This is an optimization exercise on Yosys and OpenROAD, whose aim is small area, not a production implementation.
Only simulation tests tie the RTL to the original design; equivalence was not proved.

// filter
module filter (
input logic clk, enable,
input logic signed [15:0] inData,
output logic signed [15:0] outData
);
For scale: ~2600 cells after synthesis, roughly 690 flip-flops, about 34 I/O pins.
clock: 6.5 ns
lec_check: 0
cap_margin: 20
core_margin: 2
core_utilization: 45
cts_buf_list: sky130_fd_sc_hd__clkbuf_8
cts_cluster_diameter: 50
cts_cluster_size: 20
gpl_timing_driven: 0
slew_margin: 20
synth_hierarchical: 1
run.sh (not shown) runs the stock make flow with config.mk's settings and CLKGATE_MAP_FILE= SYNTH_SCRIPT=/design/flow/synth_recipe.tcl, a recipe that flattens the netlist after the stock synthesis.
The baseline produced a clean layout.
Edit:
--- a/flow/config.mk
+++ b/flow/config.mk
@@ -9,3 +9,3 @@
 export CORE_MARGIN = 2
-export CORE_UTILIZATION = 45
+export CORE_UTILIZATION = 65
 export CTS_BUF_LIST = sky130_fd_sc_hd__clkbuf_8
The new run ran to the end with no violations.
Setup slack improved by 0.023 ns.
Edit:
--- a/flow/config.mk
+++ b/flow/config.mk
@@ -9,6 +9,4 @@
 export CORE_MARGIN = 2
-export CORE_UTILIZATION = 65
-export CTS_BUF_LIST = sky130_fd_sc_hd__clkbuf_8
-export CTS_CLUSTER_DIAMETER = 50
-export CTS_CLUSTER_SIZE = 20
+export CORE_UTILIZATION = 45
+export CTS_BUF_LIST = sky130_fd_sc_hd__clkbuf_4
 export GPL_TIMING_DRIVEN = 0
Effect: Utilization falls by 21 points. Cell area rises by about 2%. Critical path depth stays the same. Setup slack stays flat. Final cell count rises by 17%. Fmax hardly moves. Die area rises by 44%.
Edit:
--- a/flow/config.mk
+++ b/flow/config.mk
@@ -10,3 +10,5 @@
 export CORE_UTILIZATION = 45
-export CTS_BUF_LIST = sky130_fd_sc_hd__clkbuf_4
+export CTS_BUF_LIST = sky130_fd_sc_hd__clkbuf_8
+export CTS_CLUSTER_DIAMETER = 60
+export CTS_CLUSTER_SIZE = 26
 export GPL_TIMING_DRIVEN = 0
Synthesized area does not change; fmax is about the same; register-to-register slack is about the same.

## rev 12
filter, a different RTL version from the one above (not shown whole).
Size: about 2600 cells after synthesis, ~690 flip-flops, about 34 I/O pins, ~51000 um^2 of cells after synthesis.
Design filter, start of the top module:
module filter (
input logic clk, enable,
input logic signed [15:0] inData,
output logic signed [15:0] outData
);
Settings: LEC_CHECK=0, CAP_MARGIN=20, CORE_MARGIN=2, CORE_UTILIZATION=45, CTS_BUF_LIST=sky130_fd_sc_hd__clkbuf_8, CTS_CLUSTER_DIAMETER=50, CTS_CLUSTER_SIZE=20, GPL_TIMING_DRIVEN=0, SLEW_MARGIN=20, SYNTH_HIERARCHICAL=1; clock period 6.5 ns.
> inputs changed (rev 12 -> rev 13)
# rev 12
export LEC_CHECK = 0
export CAP_MARGIN = 20
export CORE_MARGIN = 2
export CORE_UTILIZATION = 45
export CTS_BUF_LIST = sky130_fd_sc_hd__clkbuf_8
export CTS_CLUSTER_DIAMETER = 50
export CTS_CLUSTER_SIZE = 20
export GPL_TIMING_DRIVEN = 0
export SLEW_MARGIN = 20
export SYNTH_HIERARCHICAL = 1
create_clock -name core_clock -period 6.5 [get_ports {clk}]
# rev 13
export LEC_CHECK = 0
export ABC_AREA = 1
export CAP_MARGIN = 20
export CORE_MARGIN = 2
export CORE_UTILIZATION = 45
export CTS_BUF_LIST = sky130_fd_sc_hd__clkbuf_8
export CTS_CLUSTER_DIAMETER = 50
export CTS_CLUSTER_SIZE = 20
export GPL_TIMING_DRIVEN = 0
export SLEW_MARGIN = 20
export SYNTH_HIERARCHICAL = 1
create_clock -name core_clock -period 6.5 [get_ports {clk}]
Results
Compared with rev 12, rev 13 shows a global routing met1 resource utilization that is 0.90 points higher.
Share of synthesized cell area in full adder, half adder and majority cells: rev 13 vs rev 12 down 1.0 points
Rev 13 against rev 12: number of cells produced by synthesis higher; design area higher; share of the core filled with cells lower.

filter, a different RTL version from the one above (not shown whole).
For scale: ~2700 cells after synthesis, about 34 I/O pins, about 52000 um2 of cells after synthesis.
// filter
module filter (
input logic clk, enable,
input logic signed [15:0] inData,
output logic signed [15:0] outData
);
==> flow/config.mk <==
export PLATFORM = sky130hd
export DESIGN_NAME = filter
export DESIGN_NICKNAME = filter
export VERILOG_FILES = /design/flow/design.v
export SDC_FILE = /design/flow/constraint.sdc
export NUM_CORES = 4
export LEC_CHECK = 0
export CAP_MARGIN = 20
export CORE_MARGIN = 2
export CORE_UTILIZATION = 45
export CTS_BUF_LIST = sky130_fd_sc_hd__clkbuf_4
export GPL_TIMING_DRIVEN = 0
export SLEW_MARGIN = 20
export SYNTH_HIERARCHICAL = 1
==> flow/constraint.sdc <==
create_clock -name core_clock -period 6.5 [get_ports {clk}]
set_input_delay 1.3000 -clock core_clock [delete_from_list [all_inputs] [get_ports {clk}]]
set_output_delay 1.3000 -clock core_clock [all_outputs]
set_load 0.01 [all_outputs]
The first run passed the timing, design-rule and antenna checks.
Then changed:
CTS_BUF_LIST = default   (was sky130_fd_sc_hd__clkbuf_4)
GPL_TIMING_DRIVEN = default   (was 0)
Result:
- cell area is higher by 2.8%
- die area does not change
- clock skew is lower by 0.062 ns
- register-to-register slack got worse by 0.04 ns

filter, a different RTL version from the one above (not shown whole).
Size in the first run: about 2500 cells after synthesis, roughly 690 flip-flops, about 34 I/O pins, ~49000 sq um of cells after synthesis.
clock: 6.5 ns
lec_check: 0
cap_margin: 20
core_margin: 2
core_utilization: 45
cts_buf_list: sky130_fd_sc_hd__clkbuf_8
cts_cluster_diameter: 55
cts_cluster_size: 22
gpl_timing_driven: 0
place_density: 0.88
slew_margin: 20
synth_hierarchical: 1
The first run passed the timing, design-rule and antenna checks.
==> next run, changes <==
- CTS_CLUSTER_DIAMETER: 55 -> 50
- CTS_CLUSTER_SIZE: 22 -> 20
- PLACE_DENSITY: 0.88 -> unset
Outcome:
- The changed run ran to the end with no violations
- register-to-register slack got worse by 0.04 ns
- count of clock-buffer cells in the layout goes up by 14
- non-clock buffer count stays the same
- area after synthesis is unchanged
- final cell count increases by 0.67%
- setup slack loses 0.041 ns
- global-route usage climbs by 2.3 points
==> next run, changes <==
- CAP_MARGIN: 20 -> 5
- SLEW_MARGIN: 20 -> 5
What happened: The changed run completed without violations; global-route usage barely changes; register-to-register slack stays flat; sequential cell count is unchanged; synthesized cell count does not change; die area does not change.
==> next run, changes <==
- CAP_MARGIN: 5 -> 20
- CORE_UTILIZATION: 45 -> 58
- CTS_CLUSTER_DIAMETER: 50 -> 55
- CTS_CLUSTER_SIZE: 20 -> 22
- PLACE_DENSITY: unset -> 0.8
- SLEW_MARGIN: 5 -> 20
=>
- die area is lower by 22%
- first-iteration DRC count grows by 7.5%
- register-to-register slack got worse by 0.03 ns
- global-route usage went up by 6.9 points
==> next run, changes <==
- CORE_UTILIZATION: 58 -> 45
- PLACE_DENSITY: 0.8 -> unset
After rerunning:
- synthesized area stays the same
- clock-buffer cell count went up by 13
- final cell count went up by 9.3%

[afterwards: timing with drivers on the ports]
How much do the figures lean on ideal ports? The routed layouts below were timed once more, with nothing changed but the port constraints. Step 1, drivers: a clkbuf_16 drives clk and a buf_2 each remaining input, both assumed. Step 2 moves the port delays by t, midway between the first and last clock arrival at a register: inputs arrive t later, outputs are due t later. That takes back most of the time a late clock gives input paths. a / b / c = ideal ports / drivers / drivers and shift; a / b = the first two.
run	t, ns	setup slack, ns	hold WS [ns]	worst setup path at the end	worst slew at a driven data input, ns
the first run of note 1	0.904	0.065 / 0.065 / 0.065	0.321 / 0.321 / 0.321	register to register	0.05
the second run of note 1	0.804	0.089 / 0.089 / 0.089	0.329 / 0.329 / 0.329	register to register	0.05
the third run of note 1	1.224	0.090 / 0.090 / 0.090	0.322 / 0.322 / 0.322	register to register	0.05
the fourth run of note 1	0.820	0.094 / 0.094 / 0.094	0.314 / 0.314 / 0.314	register to register	0.05
rev 12	0.825	0.035 / 0.035 / 0.035	0.330 / 0.330 / 0.330	register to register	0.06
rev 13	0.850	0.064 / 0.064 / 0.064	0.321 / 0.321 / 0.321	register to register	0.05
the first run of note 3	1.218	0.099 / 0.099 / 0.099	0.323 / 0.323 / 0.323	register to register	0.04
the second run of note 3	0.754	0.062 / 0.062 / 0.062	0.324 / 0.324 / 0.324	register to register	0.05
the first run of note 4	0.786	0.181 / 0.181 / 0.181	0.313 / 0.313 / 0.313	register to register	0.05
the second run of note 4	0.821	0.140 / 0.140 / 0.140	0.317 / 0.317 / 0.317	register to register	0.05
the third run of note 4	0.828	0.153 / 0.153 / 0.153	0.295 / 0.295 / 0.295	register to register	0.05
the fourth run of note 4	0.822	0.128 / 0.128 / 0.128	0.302 / 0.302 / 0.302	register to register	0.05
the fifth run of note 4	0.810	0.121 / 0.121 / 0.121	0.326 / 0.326 / 0.326	register to register	0.05
After both steps every run listed still meets setup and hold.
